What follows belongs to an exercise in optimizing a design on an open flow for small area, a short achievable clock period and few clock cycles; a production flow would make more cautious choices. In this exercise RTL edits were held to simulation tests only and were not proved equivalent to the original.

`flow/design.v`:
```
module mul8(input [7:0] a, input [7:0] b, output [15:0] p);
wire [63:0] pp;
assign pp[0] = a[0] & b[0];
assign pp[1] = a[1] & b[0];
assign pp[2] = a[2] & b[0];
assign pp[3] = a[3] & b[0];
assign pp[4] = a[4] & b[0];
assign pp[5] = a[5] & b[0];
assign pp[6] = a[6] & b[0];
assign pp[7] = a[7] & b[0];
assign pp[8] = a[0] & b[1];
assign pp[9] = a[1] & b[1];
assign pp[10] = a[2] & b[1];
assign pp[11] = a[3] & b[1];
assign pp[12] = a[4] & b[1];
assign pp[13] = a[5] & b[1];
assign pp[14] = a[6] & b[1];
assign pp[15] = a[7] & b[1];
assign pp[16] = a[0] & b[2];
assign pp[17] = a[1] & b[2];
assign pp[18] = a[2] & b[2];
assign pp[19] = a[3] & b[2];
assign pp[20] = a[4] & b[2];
assign pp[21] = a[5] & b[2];
assign pp[22] = a[6] & b[2];
assign pp[23] = a[7] & b[2];
assign pp[24] = a[0] & b[3];
assign pp[25] = a[1] & b[3];
assign pp[26] = a[2] & b[3];
assign pp[27] = a[3] & b[3];
assign pp[28] = a[4] & b[3];
assign pp[29] = a[5] & b[3];
assign pp[30] = a[6] & b[3];
assign pp[31] = a[7] & b[3];
assign pp[32] = a[0] & b[4];
assign pp[33] = a[1] & b[4];
assign pp[34] = a[2] & b[4];
assign pp[35] = a[3] & b[4];
assign pp[36] = a[4] & b[4];
assign pp[37] = a[5] & b[4];
assign pp[38] = a[6] & b[4];
assign pp[39] = a[7] & b[4];
assign pp[40] = a[0] & b[5];
assign pp[41] = a[1] & b[5];
assign pp[42] = a[2] & b[5];
assign pp[43] = a[3] & b[5];
assign pp[44] = a[4] & b[5];
assign pp[45] = a[5] & b[5];
assign pp[46] = a[6] & b[5];
assign pp[47] = a[7] & b[5];
assign pp[48] = a[0] & b[6];
assign pp[49] = a[1] & b[6];
assign pp[50] = a[2] & b[6];
assign pp[51] = a[3] & b[6];
assign pp[52] = a[4] & b[6];
assign pp[53] = a[5] & b[6];
assign pp[54] = a[6] & b[6];
assign pp[55] = a[7] & b[6];
assign pp[56] = a[0] & b[7];
assign pp[57] = a[1] & b[7];
assign pp[58] = a[2] & b[7];
assign pp[59] = a[3] & b[7];
assign pp[60] = a[4] & b[7];
assign pp[61] = a[5] & b[7];
assign pp[62] = a[6] & b[7];
assign pp[63] = a[7] & b[7];
wire t1;
wire t2;
assign t1 = pp[48] ^ pp[41];
assign t2 = pp[48] & pp[41];
wire t3;
wire t4;
assign t3 = pp[56] ^ pp[49] ^ pp[42];
assign t4 = (pp[56] & pp[49]) | (pp[56] & pp[42]) | (pp[49] & pp[42]);
wire t5;
wire t6;
assign t5 = pp[35] ^ pp[28];
assign t6 = pp[35] & pp[28];
wire t7;
wire t8;
assign t7 = pp[57] ^ pp[50] ^ pp[43];
assign t8 = (pp[57] & pp[50]) | (pp[57] & pp[43]) | (pp[50] & pp[43]);
wire t9;
wire t10;
assign t9 = pp[36] ^ pp[29];
assign t10 = pp[36] & pp[29];
wire t11;
wire t12;
assign t11 = pp[58] ^ pp[51] ^ pp[44];
assign t12 = (pp[58] & pp[51]) | (pp[58] & pp[44]) | (pp[51] & pp[44]);
wire t13;
wire t14;
assign t13 = pp[32] ^ pp[25];
assign t14 = pp[32] & pp[25];
wire t15;
wire t16;
assign t15 = pp[40] ^ pp[33] ^ pp[26];
assign t16 = (pp[40] & pp[33]) | (pp[40] & pp[26]) | (pp[33] & pp[26]);
wire t17;
wire t18;
assign t17 = pp[19] ^ pp[12];
assign t18 = pp[19] & pp[12];
wire t19;
wire t20;
assign t19 = pp[34] ^ pp[27] ^ pp[20];
assign t20 = (pp[34] & pp[27]) | (pp[34] & pp[20]) | (pp[27] & pp[20]);
wire t21;
wire t22;
assign t21 = pp[13] ^ pp[6] ^ t1;
assign t22 = (pp[13] & pp[6]) | (pp[13] & t1) | (pp[6] & t1);
wire t23;
wire t24;
assign t23 = pp[21] ^ pp[14] ^ pp[7];
assign t24 = (pp[21] & pp[14]) | (pp[21] & pp[7]) | (pp[14] & pp[7]);
wire t25;
wire t26;
assign t25 = t5 ^ t3 ^ t2;
assign t26 = (t5 & t3) | (t5 & t2) | (t3 & t2);
wire t27;
wire t28;
assign t27 = pp[22] ^ pp[15] ^ t9;
assign t28 = (pp[22] & pp[15]) | (pp[22] & t9) | (pp[15] & t9);
wire t29;
wire t30;
assign t29 = t7 ^ t6 ^ t4;
assign t30 = (t7 & t6) | (t7 & t4) | (t6 & t4);
wire t31;
wire t32;
assign t31 = pp[37] ^ pp[30] ^ pp[23];
assign t32 = (pp[37] & pp[30]) | (pp[37] & pp[23]) | (pp[30] & pp[23]);
wire t33;
wire t34;
assign t33 = t11 ^ t10 ^ t8;
assign t34 = (t11 & t10) | (t11 & t8) | (t10 & t8);
wire t35;
wire t36;
assign t35 = pp[59] ^ pp[52] ^ pp[45];
assign t36 = (pp[59] & pp[52]) | (pp[59] & pp[45]) | (pp[52] & pp[45]);
wire t37;
wire t38;
assign t37 = pp[38] ^ pp[31] ^ t12;
assign t38 = (pp[38] & pp[31]) | (pp[38] & t12) | (pp[31] & t12);
wire t39;
wire t40;
assign t39 = pp[60] ^ pp[53] ^ pp[46];
assign t40 = (pp[60] & pp[53]) | (pp[60] & pp[46]) | (pp[53] & pp[46]);
wire t41;
wire t42;
assign t41 = pp[24] ^ pp[17];
assign t42 = pp[24] & pp[17];
wire t43;
wire t44;
assign t43 = pp[18] ^ pp[11] ^ pp[4];
assign t44 = (pp[18] & pp[11]) | (pp[18] & pp[4]) | (pp[11] & pp[4]);
wire t45;
wire t46;
assign t45 = pp[5] ^ t17 ^ t15;
assign t46 = (pp[5] & t17) | (pp[5] & t15) | (t17 & t15);
wire t47;
wire t48;
assign t47 = t21 ^ t19 ^ t18;
assign t48 = (t21 & t19) | (t21 & t18) | (t19 & t18);
wire t49;
wire t50;
assign t49 = t25 ^ t23 ^ t22;
assign t50 = (t25 & t23) | (t25 & t22) | (t23 & t22);
wire t51;
wire t52;
assign t51 = t29 ^ t27 ^ t26;
assign t52 = (t29 & t27) | (t29 & t26) | (t27 & t26);
wire t53;
wire t54;
assign t53 = t33 ^ t31 ^ t30;
assign t54 = (t33 & t31) | (t33 & t30) | (t31 & t30);
wire t55;
wire t56;
assign t55 = t37 ^ t35 ^ t34;
assign t56 = (t37 & t35) | (t37 & t34) | (t35 & t34);
wire t57;
wire t58;
assign t57 = pp[39] ^ t39 ^ t38;
assign t58 = (pp[39] & t39) | (pp[39] & t38) | (t39 & t38);
wire t59;
wire t60;
assign t59 = pp[61] ^ pp[54] ^ pp[47];
assign t60 = (pp[61] & pp[54]) | (pp[61] & pp[47]) | (pp[54] & pp[47]);
wire t61;
wire t62;
assign t61 = pp[16] ^ pp[9];
assign t62 = pp[16] & pp[9];
wire t63;
wire t64;
assign t63 = pp[10] ^ pp[3] ^ t41;
assign t64 = (pp[10] & pp[3]) | (pp[10] & t41) | (pp[3] & t41);
wire t65;
wire t66;
assign t65 = t13 ^ t43 ^ t42;
assign t66 = (t13 & t43) | (t13 & t42) | (t43 & t42);
wire t67;
wire t68;
assign t67 = t14 ^ t45 ^ t44;
assign t68 = (t14 & t45) | (t14 & t44) | (t45 & t44);
wire t69;
wire t70;
assign t69 = t16 ^ t47 ^ t46;
assign t70 = (t16 & t47) | (t16 & t46) | (t47 & t46);
wire t71;
wire t72;
assign t71 = t20 ^ t49 ^ t48;
assign t72 = (t20 & t49) | (t20 & t48) | (t49 & t48);
wire t73;
wire t74;
assign t73 = t24 ^ t51 ^ t50;
assign t74 = (t24 & t51) | (t24 & t50) | (t51 & t50);
wire t75;
wire t76;
assign t75 = t28 ^ t53 ^ t52;
assign t76 = (t28 & t53) | (t28 & t52) | (t53 & t52);
wire t77;
wire t78;
assign t77 = t32 ^ t55 ^ t54;
assign t78 = (t32 & t55) | (t32 & t54) | (t55 & t54);
wire t79;
wire t80;
assign t79 = t36 ^ t57 ^ t56;
assign t80 = (t36 & t57) | (t36 & t56) | (t57 & t56);
wire t81;
wire t82;
assign t81 = t40 ^ t59 ^ t58;
assign t82 = (t40 & t59) | (t40 & t58) | (t59 & t58);
wire t83;
wire t84;
assign t83 = pp[62] ^ pp[55] ^ t60;
assign t84 = (pp[62] & pp[55]) | (pp[62] & t60) | (pp[55] & t60);
wire [15:0] ra = {1'b0, t84, t82, t80, t78, t76, t74, t72, t70, t68, t66, t64, t62, t61, pp[1], pp[0]};
wire [15:0] rb = {1'b0, pp[63], t83, t81, t79, t77, t75, t73, t71, t69, t67, t65, t63, pp[2], pp[8], 1'b0};
assign p = ra + rb;
endmodule
module Top(CLK, SLOW_CLOCK_STRB, ARST_L, SYS_OUT, OUT_VALID, MEM_ADDR, MEM_WDATA, MEM_WE, MEM_RDATA);
input CLK, SLOW_CLOCK_STRB, ARST_L;
output reg [15:0] SYS_OUT;
output reg OUT_VALID;
output [7:0] MEM_ADDR;
output [15:0] MEM_WDATA;
output MEM_WE;
input [15:0] MEM_RDATA;
wire en = SLOW_CLOCK_STRB;
reg [15:0] r0, r1, r2, r3;
reg [3:0] flags;           
reg [7:0] pcd;             
reg dv;                    
reg [15:0] ir;             
reg iv;                    
reg ldp;                   
reg [1:0] ldx;             
reg rf;                    
reg mc;                    
wire [3:0] op = ir[15:12];
wire [1:0] fx = ir[11:10];
wire [1:0] fy = ir[9:8];
wire [1:0] fd = ir[7:6];
wire [7:0] imm = ir[7:0];
wire ex = iv & ~ldp;
wire is_ldr = (op == 4'h0);
wire is_str = (op == 4'h1);
wire is_mov = (op == 4'h2) & (fx == 2'b00);
wire is_alu = (op >= 4'h4) & (op <= 4'h9);
wire is_br  = (op == 4'hE);
wire is_out = (op == 4'hF);
reg [15:0] a, b;
always @(*) begin
    case (fx)
        2'd0: a = r0;
        2'd1: a = r1;
        2'd2: a = r2;
        default: a = r3;
    endcase
    case (fy)
        2'd0: b = r0;
        2'd1: b = r1;
        2'd2: b = r2;
        default: b = r3;
    endcase
end
wire fN = flags[3], fZ = flags[2], fC = flags[1], fV = flags[0];
reg cond;
always @(*) begin
    case (ir[11:8])
        4'h0: cond = 1'b1;
        4'h1: cond = fZ;
        4'h2: cond = ~fZ;
        4'h3: cond = fC;
        4'h4: cond = ~fC;
        4'h5: cond = fN;
        4'h6: cond = ~fN;
        4'h7: cond = fV;
        4'h8: cond = ~fV;
        4'h9: cond = ~fZ & fC;
        4'hA: cond = fZ | fC;
        4'hB: cond = (fN == fV);
        4'hC: cond = (fN != fV);
        4'hD: cond = (fN == fV) & ~fZ;
        4'hE: cond = (fN != fV) & fZ;
        default: cond = 1'b0;
    endcase
end
wire taken = ex & is_br & cond;
wire memop = ex & (is_ldr | is_str);
wire sub = (op == 4'h5);
wire [16:0] sum = {1'b0, a} + {1'b0, b ^ {16{sub}}} + {16'b0, sub};
wire big = |b[15:4];
wire [15:0] shl = big ? 16'h0000 : (a << b[3:0]);
wire [15:0] shr = big ? 16'h0000 : (a >> b[3:0]);
wire [15:0] prod;
mul8 mul(.a(a[7:0]), .b(b[7:0]), .p(prod));
wire cmp_op = (op == 4'h6) | (op == 4'h9);
reg [15:0] tmp_q;
always @(posedge CLK) tmp_q <= (op == 4'h9) ? prod : shl;
wire mc_stall = ex & cmp_op & ~mc;    
reg [15:0] res;
always @(*) begin
    case (op)
        4'h4, 4'h5: res = sum[15:0];
        4'h6, 4'h9: res = tmp_q;
        default: res = shr;
    endcase
end
wire c_flag = (op == 4'h4) ? sum[16] : cmp_op ? ((res < a) | (res < b)) : 1'b0;
wire v_flag = ((op == 4'h4) | cmp_op) ? (a[15] ^ b[15] ^ res[15]) : 1'b0;
wire [3:0] new_flags = {res[15], res == 16'h0000, c_flag, v_flag};
wire [15:0] wval = is_mov ? {8'h00, imm} : res;
wire [1:0] wsel = is_mov ? fy : fd;
wire done = ex & ~mc_stall;
wire wr_ex = done & (is_alu | is_mov);
wire hold = rf | mc_stall;
wire [7:0] fetch_addr = pcd + {7'b0, ~hold};
assign MEM_ADDR = memop ? b[7:0] : taken ? imm : fetch_addr;
assign MEM_WE = ex & is_str;
assign MEM_WDATA = a;
wire str_hit = ex & is_str & dv & (b[7:0] == pcd);
always @(posedge CLK, negedge ARST_L) begin
    if (!ARST_L) begin
        r0 <= 16'h0; r1 <= 16'h0; r2 <= 16'h0; r3 <= 16'h0;
    end else if (en) begin
        if ((wr_ex && wsel == 2'd0) || (ldp && ldx == 2'd0)) r0 <= ldp ? MEM_RDATA : wval;
        if ((wr_ex && wsel == 2'd1) || (ldp && ldx == 2'd1)) r1 <= ldp ? MEM_RDATA : wval;
        if ((wr_ex && wsel == 2'd2) || (ldp && ldx == 2'd2)) r2 <= ldp ? MEM_RDATA : wval;
        if ((wr_ex && wsel == 2'd3) || (ldp && ldx == 2'd3)) r3 <= ldp ? MEM_RDATA : wval;
    end
end
always @(posedge CLK, negedge ARST_L) begin
    if (!ARST_L) begin
        flags <= 4'h0;
        pcd <= 8'hFF;
        dv <= 1'b0;
        iv <= 1'b0;
        ldp <= 1'b0;
        rf <= 1'b0;
        mc <= 1'b0;
        SYS_OUT <= 16'h0;
    end else if (en) begin
        if (done & is_alu) flags <= new_flags;
        if (!memop) pcd <= MEM_ADDR;
        if (!mc_stall) dv <= ~memop;
        if (!iv || done) iv <= dv & ~taken & ~str_hit;
        mc <= mc_stall;
        ldp <= ex & is_ldr;
        rf <= str_hit;
        if (ex & is_out) SYS_OUT <= (fx == 2'b00) ? b : 16'h0000;
    end
end
always @(posedge CLK) begin
    if (en) begin
        if (!iv || done) ir <= MEM_RDATA;
        if (ex) ldx <= fx;
    end
end
always @(posedge CLK, negedge ARST_L) begin
    if (!ARST_L)
        OUT_VALID <= 1'b0;
    else
        OUT_VALID <= ex & is_out & en;
end
endmodule
```
`flow/run.sh`:
```
#!/bin/bash
# synth_recipe.tcl (not shown) runs the flow's synth.tcl, then flattens the netlist and writes it again
# the make line also repeats each setting of config.mk as NAME=value (left out here)
make -C /OpenROAD-flow-scripts/flow DESIGN_CONFIG=/design/flow/config.mk WORK_HOME=/design/flow/orfs CLKGATE_MAP_FILE= SYNTH_SCRIPT=/design/flow/synth_recipe.tcl finish
```
`flow/config.mk`:
```
export PLATFORM = sky130hd
export DESIGN_NAME = Top
export DESIGN_NICKNAME = Top
export VERILOG_FILES = /design/flow/design.v
export SDC_FILE = /design/flow/constraint.sdc
export NUM_CORES = 4
export LEC_CHECK = 0
export CAP_MARGIN = 20
export CORE_MARGIN = 2
export CORE_UTILIZATION = 40
export SLEW_MARGIN = 20
```
`flow/constraint.sdc`:
```
create_clock -name core_clock -period 10.0 [get_ports {CLK}]
set_input_delay 2.0000 -clock core_clock [delete_from_list [all_inputs] [get_ports {CLK}]]
set_output_delay 2.0000 -clock core_clock [all_outputs]
set_load 0.01 [all_outputs]
```
==> flow_metrics.py, run 1 <==
metrics = {
    "run_status": {
        "status": "finished clean",
    },
    "hold_path": {
        "whs_path_depth": 2,
        "hold_start": "r0[10]",
        "whs_endpoint": "r0[10]",
        "worstHoldPathType": "flop to flop",
    },
    "die": {
        "start_util_pct": 40.8,
        "coreArea_sq_um": 28800,
        "die_width_um": 175,
        "die_y_um": 175,
        "dieArea_sq_um": 30800,
        "io_pins": 61,
        "rows": 62,
    },
    "yosys": {
        "synth.net_count": 1378,
        "synthCells": 1252,
        "ys.flop_type": "dfrtp_1",
        "synth_area_sq_um": 11700,
        "ys_warn_count": 1,
        "synth_edf_count": 18,
        "seq_area_frac_synth_pct": 28.3,
        "async_flop_share_pct": 74.2,
        "ys_seq_elements": 132,
        "synth_cell_types": 90,
        "syn_area_per_cell_sq_um": 9.38,
    },
    "grt": {
        "first_global_vias": 9656,
        "antenna_found_initial": 0,
        "grt_max_degree": 52,
        "met3_usage_pct": 4.76,
        "met1_usage_pct": 34.4,
        "grt-busiest-layer": "met2",
        "grt_use_total_pct": 25.1,
        "grt_pass1_wl_um": 58700,
        "grt.overflow.total": 0,
        "grt.met2_usage_pct": 38.7,
    },
    "worst_setup_path": {
        "arrival_ns": 6.99,
        "r2r_end": "flags[1]",
        "end_kind": "flop",
        "cp_max_fo": 47,
        "criticalPathCategory": "flop to flop",
        "r2r_start": "ir[9]",
        "regToRegSetupSlack_ns": 3.33,
        "worstPathRequired_ns": 10.32,
        "rr_worst_depth": 23,
        "start_kind": "flop",
    },
    "timing": {
        "max_freq_ghz": 0.150,
        "fin_crit_ns": 6.67,
        "period_share_pct": 66.7,
        "tns_ns": 0,
        "worstMarginPinSlew_ns": 1.01,
        "timing.final.ws_setup_ns": 3.33,
        "finalHoldViolations": 0,
        "rsz0062_at_grt": "false",
        "slew_viol_final": 0,
        "worst_clock_skew_ns": 0.0154,
        "hold_slack_ns": 0.503,
        "slew_headroom_pct": 32.2,
        "setup_viol": 0,
    },
    "clock_network": {
        "htreeDepth": 4,
        "cts_inserted_buffers": 17,
        "path_clk_slew_ns": 0.08,
        "ctsLongestPathBuffers": 2,
        "cts_tree": "built",
        "ctsRootBufferMaster": "clkbuf_16",
        "clkLatencyLatePin_ns": 0.44,
        "cts_sinks": 132,
        "hold_buffers": 0,
        "postCtsSetupBuffers": 0,
        "cts_resized": 0,
    },
    "cells_and_area": {
        "drive_gt1_share_pct": 13.9,
        "diodes": 0,
        "final_area_sq_um": 13200,
        "final_common_cell": "nand2_1",
        "area_growth_pct": 12.2,
        "layout_common_cells": "nand2_1 (130), inv_1 (100), nor2_1 (98), dfrtp_1 (90), ha_1 (70)",
        "nets": 1398,
    },
    "run": {
        "maxCapViolCount": 0,
    },
    "placement": {
        "gp_congestion": 0.943,
        "preCtsSetupSlack_ns": 3.49,
        "hpwl_um": 27400,
        "placed_cell_area_sq_um": 12600,
        "numPortBuffers": 60,
    },
    "detailed_routing": {
        "dr.pass1.iters": 7,
        "drc_errors": 0,
        "drt_iter0_markers": 955,
        "ant_nets": 0,
        "totalWireLength_um": 37700,
        "dr_total_vias": 9954,
        "viasPerCell": 5.96,
        "wl_per_cell_um": 22.6,
    },
}
-- metrics by stage --
stage                     std cells  utilization, %
after floorplan                1252               -
after global placement         1637            43.7
after detailed placement       1637            43.7
after CTS                      1669            45.8
after global routing           1669            45.8
final                          1669            45.8
-- worst max-delay path, stage by stage (launching register included) --
cell       delay [ns]
edfxtp_1         0.71
buf_4            0.37
mux4_2           0.53
buf_4            0.31
xor2_1           0.29
inv_1            0.08
fa_1             0.43
nor2b_1          0.17
o2111ai_1        0.14
and3_1           0.20
o31ai_1          0.52
a31oi_1          0.19
xnor2_1          0.16
a222oi_1         0.44
inv_1            0.18
ha_1             0.34
nand4_1          0.13
a2111oi_0        0.55
o31a_1           0.23
a2111oi_0        0.06
o21ai_0          0.09
a31oi_1          0.07
a211oi_1         0.26
nor2_1           0.08
-- cell families after synthesis --
family,share of synthesized area [%]
compound gates,17.6
xor+xnor,3.65
fa+ha+maj,13.8
buf+inv,6.65
flops,28.3
mux,15.6
simple gates,14.4
-- worst max-delay path by stage --
stage,startpoint,to,slack [ns],cells past startpoint
2_1_floorplan,ir[9],flags[1],4.32,26
3_3_place_gp,ir[9],flags[1],3.73,23
3_5_place_dp,ir[9],flags[1],3.49,23
4_1_cts,ir[9],flags[1],3.45,23
5_1_grt,ir[9],flags[1],2.81,23
6_report,ir[9],flags[1],3.33,23
-- layout make-up --
class	instances	area, sq um
Inverter	105	394
Multi-Input combinational cell	941	7670
Fill cell	2705	15600
Tap cell	384	480
Timing Repair Buffer	75	711
Sequential cell	132	3320
Clock buffer	17	425
Clock inverter	15	179
-- state kept, by name (all words and copies together) (netlist names), 2 cells and up --
signal,cells
SYS_OUT,16
ir,16
r0,16
r1,16
r2,16
r3,16
tmp_q,16
pcd,8
flags,4
ldx,2
-- cells in the mapped netlist, drive strengths merged (12+ instances only) --
| cell type | instances | area share (%) |
|---|---|---|
| a21o | 19 | 1.2 |
| mux2 | 57 | 5.5 |
| a22o | 17 | 1.3 |
| fa | 37 | 6.3 |
| nand3 | 16 | 0.68 |
| xnor2 | 18 | 1.3 |
| a21oi | 66 | 2.8 |
| nor2b | 12 | 0.64 |
| nand4 | 13 | 0.75 |
| clkbuf | 41 | 1.3 |
| o21ai | 78 | 3.5 |
| mux4 | 36 | 7.0 |
| nand2 | 130 | 4.2 |
| xor2 | 31 | 2.3 |
| nor3 | 20 | 0.95 |
| inv | 100 | 3.2 |
| o22ai | 13 | 0.69 |
| buf | 33 | 2.0 |
| nor2 | 98 | 3.1 |
| edfxtp | 18 | 4.6 |
| dfrtp | 90 | 19 |
| ha | 70 | 7.5 |
| mux2i | 35 | 3.1 |
| nand2b | 15 | 0.80 |
| dfxtp | 16 | 2.7 |
-- per-layer routing --
layer / wire length (um) / vias up
li1: - / 4562
met1: 16400 / 4878
met2: 17000 / 428
met3: 2800 / 86
met4: 1550 / 0
met5: 0 / -
Testbench counts, summed over its fixed seeds: cycles 62,938.
==> inputs of run 2 (changes only) <==
--- a/flow/config.mk
+++ b/flow/config.mk
@@ -9,3 +9,4 @@
 export CORE_MARGIN = 2
 export CORE_UTILIZATION = 40
+export SETUP_SLACK_MARGIN = 5
 export SLEW_MARGIN = 20
==> flow_metrics.py, run 2 <==
metrics = {
    "run_status": {
        "status": "finished clean",
    },
    "cells_and_area": {
        "final_common_cell": "nand2_1",
        "post-route-util_pct": 52.4,
        "layout_common_cells": "nand2_1 (129), buf_4 (126), nor2_1 (95), dfrtp_1 (90), inv_1 (82)",
        "drive_gt1_share_pct": 28.4,
        "final_area_sq_um": 15100,
        "area_growth_pct": 28.4,
        "nets": 1540,
        "diodes": 0,
        "fin_cells": 1811,
    },
    "grt": {
        "grt_max_degree": 63,
        "grt.overflow.total": 0,
        "first_global_vias": 10700,
        "grt_pass1_wl_um": 65100,
        "antenna_found_initial": 0,
        "grt_use_total_pct": 28.1,
    },
    "die": {
        "rows": 62,
        "start_util_pct": 40.8,
        "die_width_um": 175,
        "die_y_um": 175,
        "io_pins": 61,
        "coreArea_sq_um": 28800,
        "dieArea_sq_um": 30800,
    },
    "timing": {
        "slew_viol_final": 0,
        "period_share_pct": 53.0,
        "worstMarginPinSlew_ns": 0.937,
        "rsz0062_at_grt": "true",
        "tns_ns": 0,
        "setup_viol": 0,
        "worst_clock_skew_ns": 0.0139,
        "slew_headroom_pct": 37.4,
        "fin_crit_ns": 5.30,
        "timing.final.ws_setup_ns": 4.70,
        "finalHoldViolations": 0,
        "max_freq_ghz": 0.189,
    },
    "hold_path": {
        "hold_start": "r0[10]",
        "worstHoldPathType": "flop to flop",
    },
    "detailed_routing": {
        "met1_length_um": 17400,
        "drt_iter0_markers": 1307,
        "viasPerCell": 6.12,
        "ant_nets": 0,
        "totalWireLength_um": 43300,
        "route.met3.wl_um": 4000,
        "dr_total_vias": 11075,
        "wl_per_cell_um": 23.9,
        "route.met2.wl_um": 19700,
        "top_layer": "met4",
        "drc_errors": 0,
        "dr.pass1.iters": 5,
    },
    "worst_setup_path": {
        "criticalPathCategory": "flop to flop",
        "arrival_ns": 5.62,
        "end_kind": "flop",
        "worstPathRequired_ns": 10.33,
        "cp_max_fo": 8,
        "r2r_start": "ir[9]",
        "cp-startpoint": "ir[9]",
        "start_kind": "flop",
    },
    "clock_network": {
        "ctsLongestPathBuffers": 2,
        "cts_sinks": 132,
        "clkLatencyLatePin_ns": 0.44,
        "ctsRootBufferMaster": "clkbuf_16",
        "cts_tree": "built",
        "hold_buffers": 0,
        "cts_inserted_buffers": 17,
        "path_clk_slew_ns": 0.07,
        "htreeDepth": 4,
    },
    "placement": {
        "numPortBuffers": 60,
        "gp_congestion": 0.928,
        "placed_cell_area_sq_um": 12600,
        "preCtsSetupSlack_ns": 3.76,
        "hpwl_um": 27200,
        "dp.cells": 1637,
    },
    "yosys": {
        "synthTopCellsByCount": "nand2_1 (130), inv_1 (100), nor2_1 (98)",
        "synth_area_leaders": "dfrtp_1 (19%), ha_1 (7.5%), mux4_2 (6.3%)",
        "yosys.area.top_type": "dfrtp_1",
        "synth_cell_types": 90,
        "synth.net_count": 1378,
        "ys.flop_type": "dfrtp_1",
        "synth_top_area_share_pct": 19.2,
        "synthCells": 1252,
        "synth_area_sq_um": 11700,
        "syn_area_per_cell_sq_um": 9.38,
        "synth_most_common_cell": "nand2_1",
        "ys_seq_elements": 132,
        "async_flop_share_pct": 74.2,
        "seq_area_frac_synth_pct": 28.3,
        "synth_edf_count": 18,
        "ys_warn_count": 1,
    },
    "run": {
        "maxCapViolCount": 0,
    },
}
run 2: cell counts after synthesis:
Identical to the previous run, type by type.
run 2: stage by stage:
stage	hold WS (ns)
final	0.505
after global routing	0.521
after CTS	0.504
after detailed placement	0.489
after global placement	0.475
after floorplan	0.451
run 2: path summary, 6_finish.rpt:
kind                       cells past startpoint  slack (ns)        to
min in group asynchronous                      1        1.51    r3[15]
hold / removal                                 2        0.51    r0[10]
max in group asynchronous                      2        7.27        rf
setup / recovery                              20        4.70  flags[1]
hold reg to reg                                2        0.51    r0[10]
setup reg to reg                              20        4.70  flags[1]
run 2: kinds of logic after synthesis:
family          after synthesis  synth area share [%]
simple gates                355                  14.4
compound gates              302                  17.6
mux                         128                  15.6
fa+ha+maj                   107                  13.8
flops                       132                  28.3
buf+inv                     179                  6.65
xor+xnor                     49                  3.65
run 2: final cells by class:
cell class / instances / area (sq um)
inverters: 105 / 443
well taps: 384 / 480
fillers: 2529 / 13700
repair buffers: 212 / 2090
flip-flops and latches: 132 / 3320
repair inverters: 3 / 15.0
clock inverters: 15 / 188
clock buffers: 17 / 425
multi-input cells: 943 / 8110
run 2: what timing repair did:
action	in CTS	in global routing
pin swaps	50	30
gates cloned	14	0
resized for setup	128	37
setup endpoints to repair	23	14
buffers inserted	102	26
run 2: worst max-delay path, cell delays in order, from the launching register on:
cell       delay, ns
edfxtp_1        0.49
buf_12          0.17
buf_4           0.12
mux4_2          0.54
buf_12          0.17
xor2_1          0.15
ha_1            0.35
nor2b_4         0.15
o2111ai_2       0.18
nand3b_1        0.12
xor2_1          0.18
a222oi_1        0.41
nand2_1         0.33
ha_1            0.39
o21ai_0         0.08
nand2b_1        0.09
a21oi_1         0.14
nor3_1          0.47
o311ai_1        0.30
a211oi_2        0.28
nor2_1          0.06
run 2: metal layers:
| metal | GRT usage [%] | up-vias |
|---|---|---|
| li1 | - | 4862 |
| met1 | 38.2 | 5399 |
| met2 | 43.5 | 665 |
| met3 | 4.83 | 149 |
| met4 | 13.5 | 0 |
| met5 | 0 | - |
==> inputs of run 3 (changes only) <==
--- a/flow/design.v
+++ b/flow/design.v
@@ -308,25 +308,32 @@
 wire memop = ex & (is_ldr | is_str);
 wire sub = (op == 4'h5);
-wire [16:0] sum = {1'b0, a} + {1'b0, b ^ {16{sub}}} + {16'b0, sub};
+wire [15:0] bx = b ^ {16{sub}};
+wire [16:0] sum = {1'b0, a} + {1'b0, bx} + {16'b0, sub};
+wire zsum = &((a ^ bx) ~^ {a[14:0] | bx[14:0], sub});
 wire big = |b[15:4];
-wire [15:0] shl = big ? 16'h0000 : (a << b[3:0]);
-wire [15:0] shr = big ? 16'h0000 : (a >> b[3:0]);
+wire lsl = (op == 4'h6);
+reg [15:0] a_rev, shl;
+integer i;
+always @(*) for (i = 0; i < 16; i = i + 1) a_rev[i] = a[15 - i];
+wire [15:0] sh_in = lsl ? a_rev : a;
+wire [15:0] shr = big ? 16'h0000 : (sh_in >> b[3:0]);
+always @(*) for (i = 0; i < 16; i = i + 1) shl[i] = shr[15 - i];
 wire [15:0] prod;
 mul8 mul(.a(a[7:0]), .b(b[7:0]), .p(prod));
-wire cmp_op = (op == 4'h6) | (op == 4'h9);
+wire cmp_op = lsl | (op == 4'h9);
 reg [15:0] tmp_q;
 always @(posedge CLK) tmp_q <= (op == 4'h9) ? prod : shl;
 wire mc_stall = ex & cmp_op & ~mc;    
+wire addsub = (op == 4'h4) | sub;
 reg [15:0] res;
 always @(*) begin
-    case (op)
-        4'h4, 4'h5: res = sum[15:0];
-        4'h6, 4'h9: res = tmp_q;
-        default: res = shr;
-    endcase
+    if (addsub) res = sum[15:0];
+    else if (cmp_op) res = tmp_q;
+    else res = shr;
 end
-wire c_flag = (op == 4'h4) ? sum[16] : cmp_op ? ((res < a) | (res < b)) : 1'b0;
+wire z_flag = addsub ? zsum : cmp_op ? ~|tmp_q : ~|shr;
+wire c_flag = (op == 4'h4) ? sum[16] : cmp_op ? ((tmp_q < a) | (tmp_q < b)) : 1'b0;
 wire v_flag = ((op == 4'h4) | cmp_op) ? (a[15] ^ b[15] ^ res[15]) : 1'b0;
-wire [3:0] new_flags = {res[15], res == 16'h0000, c_flag, v_flag};
+wire [3:0] new_flags = {res[15], z_flag, c_flag, v_flag};
 wire [15:0] wval = is_mov ? {8'h00, imm} : res;
 wire [1:0] wsel = is_mov ? fy : fd;
==> flow_metrics.py, run 3 <==
metrics = {
    "hold_path": {
        "whs_endpoint": "r3[9]",
        "whs_path_depth": 2,
        "hold_start": "r3[9]",
        "worstHoldPathType": "flop to flop",
    },
    "clock_network": {
        "cts_inserted_buffers": 17,
        "clkLatencyLatePin_ns": 0.45,
        "cts_tree": "built",
        "cts_sinks": 132,
        "htreeDepth": 4,
        "ctsRootBufferMaster": "clkbuf_16",
        "path_clk_slew_ns": 0.07,
        "ctsLongestPathBuffers": 2,
    },
    "yosys": {
        "synth_cell_types": 91,
        "syn_area_per_cell_sq_um": 9.30,
        "synth_top_area_share_pct": 19.0,
        "ys_warn_count": 1,
        "yosys.area.top_type": "dfrtp_1",
        "synthCells": 1274,
        "synth.net_count": 1413,
        "seq_area_frac_synth_pct": 28.0,
        "synth_area_sq_um": 11800,
        "synth_area_leaders": "dfrtp_1 (19%), ha_1 (8.8%), mux4_2 (6.3%)",
        "synth_most_common_cell": "nand2_1",
        "ys.flop_type": "dfrtp_1",
        "async_flop_share_pct": 74.2,
        "synth_edf_count": 18,
        "synthTopCellsByCount": "nand2_1 (126), inv_1 (109), nor2_1 (99)",
        "ys_seq_elements": 132,
    },
    "die": {
        "start_util_pct": 40.3,
        "dieArea_sq_um": 31000,
        "io_pins": 61,
        "die_y_um": 176,
        "rows": 63,
        "die_width_um": 176,
        "coreArea_sq_um": 29400,
    },
    "detailed_routing": {
        "drt_iter0_markers": 1121,
        "totalWireLength_um": 42900,
        "dr_total_vias": 10793,
        "wl_per_cell_um": 24.1,
        "viasPerCell": 6.05,
        "ant_nets": 0,
        "drc_errors": 0,
        "dr.pass1.iters": 5,
    },
    "grt": {
        "grt_use_total_pct": 28.1,
        "met1_usage_pct": 38.3,
        "grt.met2_usage_pct": 43.2,
        "grt_max_degree": 67,
        "grt_pass1_wl_um": 65400,
        "met3_usage_pct": 7.00,
        "grt-busiest-layer": "met2",
        "antenna_found_initial": 0,
        "grt.overflow.total": 0,
        "first_global_vias": 10696,
    },
    "timing": {
        "worstMarginPinSlew_ns": 0.993,
        "setup_viol": 0,
        "slew_headroom_pct": 33.7,
        "timing.final.ws_setup_ns": 4.84,
        "rsz0062_at_grt": "true",
        "period_share_pct": 51.6,
        "fin_crit_ns": 5.16,
        "tns_ns": 0,
        "worst_clock_skew_ns": 0.0148,
        "finalHoldViolations": 0,
        "max_freq_ghz": 0.194,
        "slew_viol_final": 0,
    },
    "run": {
        "maxCapViolCount": 0,
    },
    "cells_and_area": {
        "final_common_cell": "nand2_1",
        "area_growth_pct": 21.9,
        "diodes": 0,
        "nets": 1519,
        "layout_common_cells": "nand2_1 (124), inv_1 (95), dfrtp_1 (90), nor2_1 (90), buf_4 (82)",
        "drive_gt1_share_pct": 22.6,
        "fin_cells": 1783,
    },
    "placement": {
        "gp_congestion": 0.991,
        "hpwl_um": 29000,
        "numPortBuffers": 60,
        "preCtsSetupSlack_ns": 3.85,
        "dp.cells": 1665,
    },
    "run_status": {
        "status": "finished clean",
    },
    "worst_setup_path": {
        "criticalPathCategory": "flop to flop",
        "r2r_start": "ir[9]",
        "r2r_end": "tmp_q[12]",
        "arrival_ns": 5.49,
        "cp_max_fo": 5,
        "rr_worst_depth": 18,
        "start_kind": "flop",
        "worstPathRequired_ns": 10.33,
        "end_kind": "flop",
        "regToRegSetupSlack_ns": 4.84,
        "cp-startpoint": "ir[9]",
    },
}
run 3: cell types whose count changed after synthesis, moves of 8 or more:
cell | previous run | this run
xnor2_1 | 18 | 55
nor3b_1 | 8 | 0
nor4_1 | 6 | 17
xor2_1 | 31 | 15
a22oi_1 | 10 | 2
inv_1 | 100 | 109
nand2b_1 | 15 | 6
o22ai_1 | 13 | 21
ha_1 | 70 | 83
a21oi_1 | 66 | 57
run 3: through the flow:
| step | cell area (sq um) | utilization [%] | hold WS (ns) |
|---|---|---|---|
| finish | 14400 | 49.1 | 0.505 |
| CTS | 14100 | 48.0 | 0.507 |
| detailed placement | 12800 | 43.5 | 0.493 |
| floorplan | 11900 | - | 0.460 |
| global placement | 12800 | 43.5 | 0.474 |
| global route | 14400 | 49.1 | 0.528 |
run 3: how the worst max path moves through the flow:
| stage | to | slack, ns | depth (start not counted) |
|---|---|---|---|
| 3_3_place_gp | tmp_q[15] | 4.06 | 18 |
| 2_1_floorplan | tmp_q[12] | 5.00 | 18 |
| 5_1_grt | tmp_q[12] | 4.70 | 18 |
| 3_5_place_dp | tmp_q[13] | 3.85 | 18 |
| 6_report | tmp_q[12] | 4.84 | 18 |
| 4_1_cts | tmp_q[12] | 4.87 | 18 |
run 3: worst max-delay path, cell delays in order, from the launching register on:
cell      delay, ns
edfxtp_1       0.44
buf_6          0.16
mux4_2         0.64
inv_4          0.14
nor2_4         0.04
fa_1           0.51
inv_2          0.04
fa_1           0.49
inv_1          0.05
fa_1           0.49
inv_1          0.04
fa_1           0.49
inv_2          0.05
ha_4           0.28
nand3_2        0.08
o2111a_2       0.26
or3_4          0.42
xnor2_4        0.16
mux2_2         0.26
run 3: metal layers:
| metal | part of all wire [%] | vias up |
|---|---|---|
| li1 | - | 4793 |
| met2 | 45 | 535 |
| met5 | 0 | - |
| met1 | 42 | 5362 |
| met3 | 9.6 | 103 |
| met4 | 3.8 | 0 |
run 3: cell families after synthesis:
logic type / after synthesis / synth area share (%)
AOI/OAI and AO/OA: 287 / 16.3
xor gates and xnor gates: 70 / 5.17
adders and majority gates: 120 / 15.0
buffers and inverters: 187 / 6.53
DFF: 132 / 28.0
muxes: 120 / 14.2
and+or+nand+nor: 358 / 14.7
run 3: what timing repair did:
item,CTS,global route
hold buffers,0,0
buffers inserted,57,21
resized for setup,65,43
cloned,8,0
setup endpoints to repair,57,21
pin swaps,26,32
run 3: layout make-up:
type / instances / area (sq um)
fill: 2760 / 15000
tap: 390 / 488
clock inverter: 15 / 161
sequential: 132 / 3320
timing repair buffer: 158 / 1440
multi-input combinational: 958 / 8150
inverter: 112 / 454
timing repair inverter: 1 / 5.00
clock buffer: 17 / 425
Testbench counts of run 3, summed over its fixed seeds: cycles 62,938.
==> inputs of run 4 (changes only) <==
--- a/flow/config.mk
+++ b/flow/config.mk
@@ -6,4 +6,5 @@
 export NUM_CORES = 4
 export LEC_CHECK = 0
+export ABC_AREA = 1
 export CAP_MARGIN = 20
 export CORE_MARGIN = 2
==> flow_metrics.py, run 4 <==
metrics = {
    "worst_setup_path": {
        "criticalPathCategory": "flop to output port",
        "end_kind": "output port",
        "regToRegSetupSlack_ns": 5.06,
        "r2r_start": "ir[8]",
        "rr_worst_depth": 25,
        "start_kind": "flop",
        "r2r_end": "tmp_q[13]",
        "worstPathRequired_ns": 8.00,
        "arrival_ns": 2.97,
        "cp_max_fo": 16,
    },
    "die": {
        "start_util_pct": 40.3,
        "dieArea_sq_um": 31000,
        "rows": 63,
        "coreArea_sq_um": 29400,
        "die_y_um": 176,
        "die_width_um": 176,
        "io_pins": 61,
    },
    "placement": {
        "dp.cells": 2065,
        "gp_congestion": 0.999,
        "placed_cell_area_sq_um": 12700,
        "hpwl_um": 33700,
        "numPortBuffers": 60,
    },
    "clock_network": {
        "path_clk_slew_ns": 0.07,
        "cts_tree": "built",
        "ctsRootBufferMaster": "clkbuf_16",
        "ctsLongestPathBuffers": 2,
        "cts_sinks": 132,
        "htreeDepth": 4,
        "clkLatencyLatePin_ns": 0.44,
        "cts_inserted_buffers": 17,
    },
    "yosys": {
        "ys_seq_elements": 132,
        "synth_most_common_cell": "nand2_1",
        "synth_top_area_share_pct": 19.0,
        "syn_area_per_cell_sq_um": 7.10,
        "synthTopCellsByCount": "nand2_1 (350), nand3_1 (227), inv_1 (193)",
        "seq_area_frac_synth_pct": 28.0,
        "ys_warn_count": 1,
        "synth.net_count": 1808,
        "synth_cell_types": 56,
        "yosys.area.top_type": "dfrtp_1",
        "async_flop_share_pct": 74.2,
        "ys.flop_type": "dfrtp_1",
        "synthCells": 1669,
        "synth_area_sq_um": 11900,
        "synth_area_leaders": "dfrtp_1 (19%), nand2_1 (11%), nand3_1 (9.6%)",
        "synth_edf_count": 18,
    },
    "grt": {
        "grt.overflow.total": 0,
        "first_global_vias": 11555,
        "antenna_found_initial": 0,
        "grt_max_degree": 71,
        "grt_pass1_wl_um": 69100,
        "grt_use_total_pct": 29.5,
    },
    "detailed_routing": {
        "wl_per_cell_um": 21.3,
        "ant_nets": 0,
        "totalWireLength_um": 46600,
        "viasPerCell": 5.77,
        "drt_iter0_markers": 1726,
        "drc_errors": 0,
        "dr.pass1.iters": 6,
        "dr_total_vias": 12600,
    },
    "timing": {
        "worstMarginPinSlew_ns": 0.933,
        "period_share_pct": 49.7,
        "finalHoldViolations": 0,
        "setup_viol": 0,
        "max_freq_ghz": 0.201,
        "tns_ns": 0,
        "worst_clock_skew_ns": 0.0134,
        "slew_viol_final": 0,
        "hold_slack_ns": 0.484,
        "rsz0062_at_grt": "true",
        "slew_headroom_pct": 37.8,
        "fin_crit_ns": 4.97,
    },
    "cells_and_area": {
        "diodes": 0,
        "regArea_sq_um": 3320,
        "n_fill_cell": 2889,
        "layout_common_cells": "nand2_1 (329), nand3_1 (217), inv_1 (177), nor2_1 (154), dfrtp_1 (90)",
        "area_growth_pct": 22.5,
        "drive_gt1_share_pct": 15.6,
        "nets": 1920,
        "final_common_cell": "nand2_1",
        "final_area_sq_um": 14500,
        "multi_input_area_sq_um": 7870,
        "fin_cells": 2184,
    },
    "run_status": {
        "status": "finished clean",
    },
    "hold_path": {
        "whs_endpoint": "iv",
        "worstHoldPathType": "flop to flop",
        "whs_path_depth": 2,
        "hold_start": "iv",
    },
    "run": {
        "maxCapViolCount": 0,
    },
}
==> run 4: cell count changes after synthesis, sizes merged, moves of 17 or more <==
cell / delta
nor4: -17
xor2: +19
mux4: -33
nor2: +70
xnor2: -44
mux2i: -33
a31oi: +43
nand3: +216
o21ai: +36
mux2: -54
nand2: +238
a21oi: +25
inv: +89
clkbuf: -18
==> run 4: final cells by class <==
cell class                      count  area share, %
Clock buffer                       19           3.20
Clock inverter                     13          0.827
Inverter                          202           5.66
Multi-Input combinational cell   1270           54.2
Sequential cell                   132           22.9
Tap cell                          390           3.36
Timing Repair Buffer              158           9.86
==> run 4: cells by family (layout without fill, tap and decap cells) <==
family	count (synthesis)	after routing	share of synthesized area, %
AOI/OAI and AO/OA	297	298	14.4
xor gates and xnor gates	45	45	3.32
adders and majority gates	120	120	15.0
buffers and inverters	270	392	9.48
DFF	132	132	28.0
and+or+nand+nor	805	807	29.8
==> run 4: how the worst max path moves through the flow <==
| stage | endpoint | cells after the start | startpoint |
|---|---|---|---|
| final | MEM_ADDR[0] | 15 | ir[9] |
| after global routing | tmp_q[14] | 26 | ir[11] |
| after CTS | tmp_q[14] | 25 | ir[11] |
| after detailed placement | tmp_q[14] | 25 | ir[8] |
| after global placement | tmp_q[14] | 25 | ir[8] |
| after floorplan | tmp_q[13] | 24 | ir[9] |
==> run 4: critical path, stage by stage (launching register included) <==
cell and delay [ns]:
edfxtp_1 0.43, buf_12 0.19, nor2_4 0.25, buf_6 0.14
buf_4 0.09, nand2_1 0.04, o2111ai_1 0.11, a22oi_2 0.13
buf_6 0.17, a41oi_4 0.19, buf_12 0.16, buf_4 0.12
nand2_1 0.05, o211ai_1 0.09, o21ai_1 0.10, dlygate4sd1_1 0.27
==> run 4: timing repair <==
item,in CTS,in global routing
endpoints found under the setup margin,34,17
gates resized for setup,65,105
buffers inserted,37,45
pin swaps,11,38
hold buffers,0,0
cloned,2,3
==> run 4: through the flow <==
step                setup slack, ns  utilization, %
floorplan                      5.04               -
global placement               3.81            43.2
detailed placement             3.58            43.2
CTS                            4.81            47.0
global route                   4.86            49.4
finish                         5.03            49.4
==> run 4: metal layers <==
| layer | part of all wire (%) | global-route usage [%] |
|---|---|---|
| met5 | 0 | 0 |
| met4 | 4.9 | 12.6 |
| met3 | 8.5 | 4.50 |
| met2 | 44 | 45.2 |
| met1 | 43 | 41.5 |
==> inputs of run 5 (changes only) <==
--- a/flow/config.mk
+++ b/flow/config.mk
@@ -9,5 +9,5 @@
 export CAP_MARGIN = 20
 export CORE_MARGIN = 2
-export CORE_UTILIZATION = 40
+export CORE_UTILIZATION = 65
 export SETUP_SLACK_MARGIN = 5
 export SLEW_MARGIN = 20
==> flow_metrics.py, run 5 <==
metrics = {
    "worst_setup_path": {
        "end_kind": "flop",
        "criticalPathCategory": "flop to flop",
        "worstPathRequired_ns": 10.31,
        "rr_worst_depth": 23,
        "start_kind": "flop",
        "cp-startpoint": "ir[10]",
        "r2r_start": "ir[10]",
        "arrival_ns": 5.35,
        "cp_max_fo": 6,
        "endpoint": "tmp_q[14]",
        "r2r_end": "tmp_q[14]",
        "regToRegSetupSlack_ns": 4.96,
    },
    "die": {
        "die_y_um": 139,
        "rows": 49,
        "start_util_pct": 66.2,
        "io_pins": 61,
        "die_width_um": 139,
        "dieArea_sq_um": 19300,
        "coreArea_sq_um": 17900,
    },
    "placement": {
        "hpwl_um": 30500,
        "numPortBuffers": 60,
        "gp_congestion": 1.09,
    },
    "yosys": {
        "synthCells": 1669,
        "synth.net_count": 1808,
        "async_flop_share_pct": 74.2,
        "synthTopCellsByCount": "nand2_1 (350), nand3_1 (227), inv_1 (193)",
        "synth_edf_count": 18,
        "synth_most_common_cell": "nand2_1",
        "seq_area_frac_synth_pct": 28.0,
        "ys_warn_count": 1,
        "ys_seq_elements": 132,
        "synth_top_area_share_pct": 19.0,
        "synth_area_leaders": "dfrtp_1 (19%), nand2_1 (11%), nand3_1 (9.6%)",
        "synth_area_sq_um": 11900,
        "synth_cell_types": 56,
        "syn_area_per_cell_sq_um": 7.10,
        "ys.flop_type": "dfrtp_1",
        "yosys.area.top_type": "dfrtp_1",
    },
    "clock_network": {
        "path_clk_slew_ns": 0.07,
        "ctsLongestPathBuffers": 2,
        "ctsRootBufferMaster": "clkbuf_16",
        "clkLatencyLatePin_ns": 0.44,
        "cts_tree": "built",
        "htreeDepth": 4,
        "cts_sinks": 132,
        "cts_inserted_buffers": 17,
    },
    "detailed_routing": {
        "dr_total_vias": 13164,
        "viasPerCell": 6.48,
        "drt_iter0_markers": 1906,
        "totalWireLength_um": 44200,
        "drc_errors": 0,
        "dr.pass1.iters": 8,
        "ant_nets": 0,
        "wl_per_cell_um": 21.8,
    },
    "cells_and_area": {
        "layout_common_cells": "nand2_1 (333), nand3_1 (218), inv_1 (177), nor2_1 (155), buf_4 (98)",
        "nets": 1927,
        "post-route-util_pct": 79.2,
        "drive_gt1_share_pct": 15.2,
        "area_growth_pct": 19.6,
        "final_common_cell": "nand2_1",
        "diodes": 0,
        "n_fill_cell": 1253,
    },
    "grt": {
        "grt_max_degree": 75,
        "first_global_vias": 11882,
        "grt.overflow.total": 0,
        "grt_use_total_pct": 43.5,
        "antenna_found_initial": 0,
        "grt_pass1_wl_um": 65400,
    },
    "timing": {
        "slew_headroom_pct": 28.1,
        "rsz0062_at_grt": "true",
        "fin_crit_ns": 5.04,
        "tns_ns": 0,
        "max_freq_ghz": 0.198,
        "worst_clock_skew_ns": 0.0106,
        "worstMarginPinSlew_ns": 1.08,
        "period_share_pct": 50.4,
        "slew_viol_final": 0,
        "setup_viol": 0,
        "finalHoldViolations": 0,
    },
    "run": {
        "maxCapViolCount": 0,
    },
    "hold_path": {
        "worstHoldPathType": "flop to flop",
    },
    "run_status": {
        "status": "finished clean",
    },
}
[run 5: cell types whose count changed in the layout (fill, tap and decap cells not counted), moves of 3 or more]
cell,delta
inv_8,+3
nand2_8,-3
buf_6,-5
dlygate4sd2_1,+3
inv_6,+4
o21ai_2,-4
o21ai_0,+5
clkinv_4,-4
nand2_2,-5
nand2_1,+4
buf_4,+16
nand2_4,+3
nor3_4,-3
[run 5: worst min-delay path by stage]
stage | to | startpoint | slack (ns) | cells past startpoint
floorplan | ldx[0] | ir[10] | 0.42 | 0
global placement | iv | iv | 0.47 | 2
detailed placement | rf | rf | 0.47 | 2
CTS | rf | rf | 0.49 | 2
global route | pcd[7] | pcd[7] | 0.53 | 2
finish | rf | rf | 0.48 | 2
[run 5: cells by family after synthesis]
logic type,count (synthesis),synth area share [%]
compound gates,297,14.4
xor+xnor,45,3.32
fa+ha+maj,120,15.0
buf+inv,270,9.48
flops,132,28.0
simple gates,805,29.8
[run 5: worst max-delay path, stage by stage (launching register included)]
cell and delay (ns):
edfxtp_1 0.44, buf_6 0.16, buf_4 0.15, o21ai_1 0.16
nand3_2 0.15, nand2_4 0.15, nor2_1 0.08, fa_1 0.54
inv_1 0.06, fa_1 0.53, inv_1 0.06, fa_1 0.54
inv_1 0.06, fa_1 0.51, inv_1 0.07, ha_4 0.27
a21oi_2 0.17, o2111ai_2 0.17, nand2_1 0.11, inv_2 0.04
o21ai_2 0.12, nand2_1 0.07, xnor2_1 0.19, o21ai_1 0.09
[run 5: routing by layer]
layer / GRT usage (%) / share of wire, %
met1: 58.8 / 36
met2: 64.9 / 42
met3: 9.98 / 15
met4: 24.1 / 6.9
met5: 0 / 0
[run 5: repair_timing]
item                                    4_1_cts  5_1_grt
pin swaps                                    10       39
gates cloned                                  0        1
hold buffers                                  0        0
gates resized for setup                      46       87
endpoints found under the setup margin       34       15
setup buffers                                36       57
[run 5: cell type report]
type                       instances  area [sq um]  share of cell area (%)
multi-input combinational       1268          7730                    54.5
clock buffer                      19           454                    3.20
tap                              229           287                    2.02
timing repair buffer             167          1450                    10.2
inverter                         202           801                    5.65
sequential                       132          3320                    23.4
clock inverter                    13           131                   0.927
[run 5: per-stage QoR]
step	cells	hold WS (ns)	cell area (sq um)	setup WS (ns)
floorplan	1669	0.421	11900	5.04
global placement	1904	0.468	12500	3.99
detailed placement	1904	0.467	12500	3.76
CTS	1972	0.485	13500	4.80
global route	2030	0.529	14200	4.78
finish	2030	0.484	14200	4.96
==> inputs of run 6 (changes only) <==
--- a/flow/design.v
+++ b/flow/design.v
@@ -1,3 +1,3 @@
-module mul8(input [7:0] a, input [7:0] b, output [15:0] p);
+module mul8rows(input [7:0] a, input [7:0] b, output [15:0] ra, output [15:0] rb);
 wire [63:0] pp;
 assign pp[0] = a[0] & b[0];
@@ -233,7 +233,6 @@
 assign t83 = pp[62] ^ pp[55] ^ t60;
 assign t84 = (pp[62] & pp[55]) | (pp[62] & t60) | (pp[55] & t60);
-wire [15:0] ra = {1'b0, t84, t82, t80, t78, t76, t74, t72, t70, t68, t66, t64, t62, t61, pp[1], pp[0]};
-wire [15:0] rb = {1'b0, pp[63], t83, t81, t79, t77, t75, t73, t71, t69, t67, t65, t63, pp[2], pp[8], 1'b0};
-assign p = ra + rb;
+assign ra = {1'b0, t84, t82, t80, t78, t76, t74, t72, t70, t68, t66, t64, t62, t61, pp[1], pp[0]};
+assign rb = {1'b0, pp[63], t83, t81, t79, t77, t75, t73, t71, t69, t67, t65, t63, pp[2], pp[8], 1'b0};
 endmodule
 module Top(CLK, SLOW_CLOCK_STRB, ARST_L, SYS_OUT, OUT_VALID, MEM_ADDR, MEM_WDATA, MEM_WE, MEM_RDATA);
@@ -319,28 +318,37 @@
 wire [15:0] shr = big ? 16'h0000 : (sh_in >> b[3:0]);
 always @(*) for (i = 0; i < 16; i = i + 1) shl[i] = shr[15 - i];
-wire [15:0] prod;
-mul8 mul(.a(a[7:0]), .b(b[7:0]), .p(prod));
-wire cmp_op = lsl | (op == 4'h9);
+wire [15:0] pra, prb;
+mul8rows mul(.a(a[7:0]), .b(b[7:0]), .ra(pra), .rb(prb));
+wire mulop = (op == 4'h9);
+wire cmp_op = lsl | mulop;
 reg [15:0] tmp_q;
-always @(posedge CLK) tmp_q <= (op == 4'h9) ? prod : shl;
-wire mc_stall = ex & cmp_op & ~mc;    
+reg [14:1] tmp2_q;
+always @(posedge CLK) begin
+    tmp_q <= pra;
+    tmp2_q <= prb[14:1];
+end
+wire [15:0] t2 = tmp_q + {1'b0, tmp2_q, 1'b0};
+wire mc_stall = ex & mulop & ~mc;     
+wire [15:0] cres = lsl ? shl : t2;
 wire addsub = (op == 4'h4) | sub;
 reg [15:0] res;
 always @(*) begin
-    if (addsub) res = sum[15:0];
-    else if (cmp_op) res = tmp_q;
+    if (is_mov) res = {8'h00, imm};
+    else if (addsub) res = sum[15:0];
+    else if (cmp_op) res = cres;
     else res = shr;
 end
-wire z_flag = addsub ? zsum : cmp_op ? ~|tmp_q : ~|shr;
-wire c_flag = (op == 4'h4) ? sum[16] : cmp_op ? ((tmp_q < a) | (tmp_q < b)) : 1'b0;
+wire z_flag = addsub ? zsum : cmp_op ? ~|cres : ~|shr;
+wire c_flag = (op == 4'h4) ? sum[16] : cmp_op ? ((cres < a) | (cres < b)) : 1'b0;
 wire v_flag = ((op == 4'h4) | cmp_op) ? (a[15] ^ b[15] ^ res[15]) : 1'b0;
 wire [3:0] new_flags = {res[15], z_flag, c_flag, v_flag};
-wire [15:0] wval = is_mov ? {8'h00, imm} : res;
+wire [15:0] wval = res;
 wire [1:0] wsel = is_mov ? fy : fd;
 wire done = ex & ~mc_stall;
 wire wr_ex = done & (is_alu | is_mov);
 wire hold = rf | mc_stall;
-wire [7:0] fetch_addr = pcd + {7'b0, ~hold};
-assign MEM_ADDR = memop ? b[7:0] : taken ? imm : fetch_addr;
+wire [7:0] pcd1 = pcd + 8'd1;
+wire [7:0] fetch_addr = hold ? pcd : pcd1;
+assign MEM_ADDR = taken ? imm : memop ? b[7:0] : fetch_addr;
 assign MEM_WE = ex & is_str;
 assign MEM_WDATA = a;
--- a/flow/config.mk
+++ b/flow/config.mk
@@ -9,5 +9,5 @@
 export CAP_MARGIN = 20
 export CORE_MARGIN = 2
-export CORE_UTILIZATION = 65
+export CORE_UTILIZATION = 40
 export SETUP_SLACK_MARGIN = 5
 export SLEW_MARGIN = 20
==> flow_metrics.py, run 6 <==
metrics = {
    "grt": {
        "first_global_vias": 11698,
        "antenna_found_initial": 0,
        "grt_max_degree": 55,
        "grt_pass1_wl_um": 70900,
        "grt_use_total_pct": 29.8,
        "grt.overflow.total": 0,
    },
    "timing": {
        "period_share_pct": 49.8,
        "slew_viol_final": 0,
        "tns_ns": 0,
        "setup_viol": 0,
        "worstMarginPinSlew_ns": 0.977,
        "worst_clock_skew_ns": 0.0181,
        "max_freq_ghz": 0.201,
        "fin_crit_ns": 4.98,
        "slew_headroom_pct": 34.6,
        "rsz0062_at_grt": "true",
        "timing.final.ws_setup_ns": 5.02,
        "finalHoldViolations": 0,
    },
    "worst_setup_path": {
        "cpMaxStageDelayCell": "clkdlybuf4s50_1",
        "end_kind": "output port",
        "cp_max_fo": 10,
        "r2r_start": "ir[15]",
        "cp-startpoint": "ir[9]",
        "r2r_end": "r3[15]",
        "start_kind": "flop",
        "regToRegSetupSlack_ns": 5.59,
        "path_cells": "buf_12 -> nor2_4 -> inv_1 -> o221ai_1 -> a22oi_1 -> nand4_1 -> nand2_2 -> buf_4 -> o21ai_0 -> a21oi_1 -> a21oi_1 -> clkdlybuf4s50_1",
        "rr_worst_depth": 22,
        "arrival_ns": 2.98,
        "path_common_cell": "a21oi_1",
        "cp_slowest_stage_delay_ns": 0.57,
        "criticalPathCategory": "flop to output port",
        "worstPathRequired_ns": 8.00,
    },
    "clock_network": {
        "cts_sinks": 145,
        "cts_inserted_buffers": 17,
        "ctsLongestPathBuffers": 2,
        "cts_tree": "built",
        "htreeDepth": 4,
        "clkLatencyLatePin_ns": 0.45,
        "ctsRootBufferMaster": "clkbuf_16",
        "path_clk_slew_ns": 0.07,
    },
    "cells_and_area": {
        "regArea_sq_um": 3590,
        "nets": 1942,
        "area_growth_pct": 15.8,
        "diodes": 0,
        "n_fill_cell": 3139,
        "layout_common_cells": "nand2_1 (418), nand3_1 (187), inv_1 (183), nor2_1 (160), dfrtp_1 (89)",
        "final_common_cell": "nand2_1",
        "drive_gt1_share_pct": 10.5,
        "multi_input_area_sq_um": 7680,
        "post-route-util_pct": 46.7,
    },
    "die": {
        "die_width_um": 179,
        "rows": 64,
        "dieArea_sq_um": 32100,
        "coreArea_sq_um": 30400,
        "die_y_um": 179,
        "io_pins": 61,
        "start_util_pct": 40.4,
    },
    "detailed_routing": {
        "dr.pass1.iters": 6,
        "dr_total_vias": 12488,
        "drt_iter0_markers": 1417,
        "drc_errors": 0,
        "viasPerCell": 5.64,
        "totalWireLength_um": 46800,
        "wl_per_cell_um": 21.1,
        "ant_nets": 0,
    },
    "hold_path": {
        "whs_endpoint": "r3[5]",
        "whs_path_depth": 2,
        "worstHoldPathType": "flop to flop",
        "hold_start": "r3[5]",
    },
    "run_status": {
        "status": "finished clean",
    },
    "placement": {
        "hpwl_um": 35400,
        "preCtsSetupSlack_ns": 4.36,
        "numPortBuffers": 60,
        "gp_congestion": 0.987,
    },
    "yosys": {
        "async_flop_share_pct": 67.6,
        "syn_area_per_cell_sq_um": 7.09,
        "synth_most_common_cell": "nand2_1",
        "synth.net_count": 1870,
        "ys_warn_count": 1,
        "synth_edf_count": 18,
        "ys.flop_type": "dfrtp_1",
        "synthTopCellsByCount": "nand2_1 (422), nand3_1 (187), inv_1 (186)",
        "yosys.area.top_type": "dfrtp_1",
        "ys_seq_elements": 145,
        "synthCells": 1732,
        "synth_area_leaders": "dfrtp_1 (18%), nand2_1 (13%), ha_1 (8.4%)",
        "synth_cell_types": 54,
        "synth_area_sq_um": 12300,
        "synth_top_area_share_pct": 18.3,
        "seq_area_frac_synth_pct": 29.2,
    },
    "run": {
        "maxCapViolCount": 0,
    },
}
[run 6: logic make-up (layout without fill, tap and decap cells)]
kind of cell               count (synthesis)  count (layout)  synth area share [%]
xor gates and xnor gates                  43              43                  3.07
buffers and inverters                    269             354                  9.02
AOI/OAI and AO/OA                        299             299                  14.1
and+or+nand+nor                          856             856                  30.2
muxes                                      1               1                0.0917
DFF                                      145             145                  29.2
adders and majority gates                119             119                  14.4
[run 6: how the worst max path moves through the flow]
stage                        endpoint  slack (ns)  cells after the start
final                     MEM_ADDR[2]        5.02                     12
after floorplan           MEM_ADDR[7]        6.01                     16
after CTS                 MEM_ADDR[1]        4.90                     10
after global routing      MEM_ADDR[2]        4.89                     12
after detailed placement  MEM_ADDR[1]        4.36                      9
after global placement    MEM_ADDR[1]        4.44                      9
[run 6: layout make-up]
class	instances	area share, %
multi-input cells	1318	54.0
inverters	204	5.48
clock buffers	17	2.99
repair buffers	118	7.52
flip-flops and latches	145	25.2
clock inverters	15	1.28
well taps	396	3.48
[run 6: layer usage]
metal | GRT usage, % | share of wire [%] | vias to the layer above
li1 | - | - | 5875
met1 | 40.9 | 44 | 6003
met2 | 46.8 | 45 | 517
met3 | 6.66 | 7.9 | 93
met4 | 9.21 | 3.1 | 0
met5 | 0 | 0 | -
[run 6: what timing repair did]
action | 4_1_cts | 5_1_grt
endpoints found under the setup margin | 26 | 23
hold buffers | 0 | 0
setup buffers | 31 | 12
pin swaps | 3 | 1
resized for setup | 20 | 15
hold endpoints to repair | 0 | 0
[run 6: metrics by stage]
step | cell area [sq um] | hold slack [ns] | std cells
detailed placement | 13200 | 0.482 | 2138
CTS | 14100 | 0.500 | 2201
global route | 14200 | 0.517 | 2213
finish | 14200 | 0.494 | 2213
floorplan | 12300 | 0.449 | 1732
global placement | 13200 | 0.468 | 2138
[run 6: critical path: cells and delay by family, from the launching register on]
family,cells,cell delay [ns]
and+or+nand+nor,3,0.46
buffers and inverters,4,1.00
AOI/OAI and AO/OA,5,0.63
DFF,1,0.42
Testbench counts of run 6, summed over its fixed seeds: cycles 60,994.

[re-timing with driven ports]
How much do the figures lean on ideal ports? The routed layouts below were timed once more, with nothing changed but the port constraints. Step 1 assumes that a clkbuf_16 drives the clock port and a buf_2 every other input. Step 2 times the ports against the registers' clock, not the clock port: input delays grow and output delays shrink by t, the midpoint of the rising clock arrivals with the driver on. a / b / c = ideal / step 1 / step 2; a / b = the first two.
| run | t (ns) | setup slack, ns | hold slack, ns |
|---|---|---|---|
| run 1 | 0.481 | 3.328 / 3.328 / 3.328 | 0.503 / 0.503 / 0.503 |
| run 2 | 0.486 | 4.703 / 4.703 / 4.703 | 0.505 / 0.505 / 0.505 |
| run 3 | 0.488 | 4.841 / 4.841 / 4.841 | 0.505 / 0.505 / 0.505 |
| run 4 | 0.475 | 5.029 / 4.983 / 5.065 | 0.484 / 0.484 / 0.484 |
| run 5 | 0.486 | 4.956 / 4.956 / 4.956 | 0.484 / 0.484 / 0.484 |
| run 6 | 0.491 | 5.025 / 4.975 / 5.118 | 0.494 / 0.494 / 0.494 |
After both steps setup and hold are still met in every run listed.
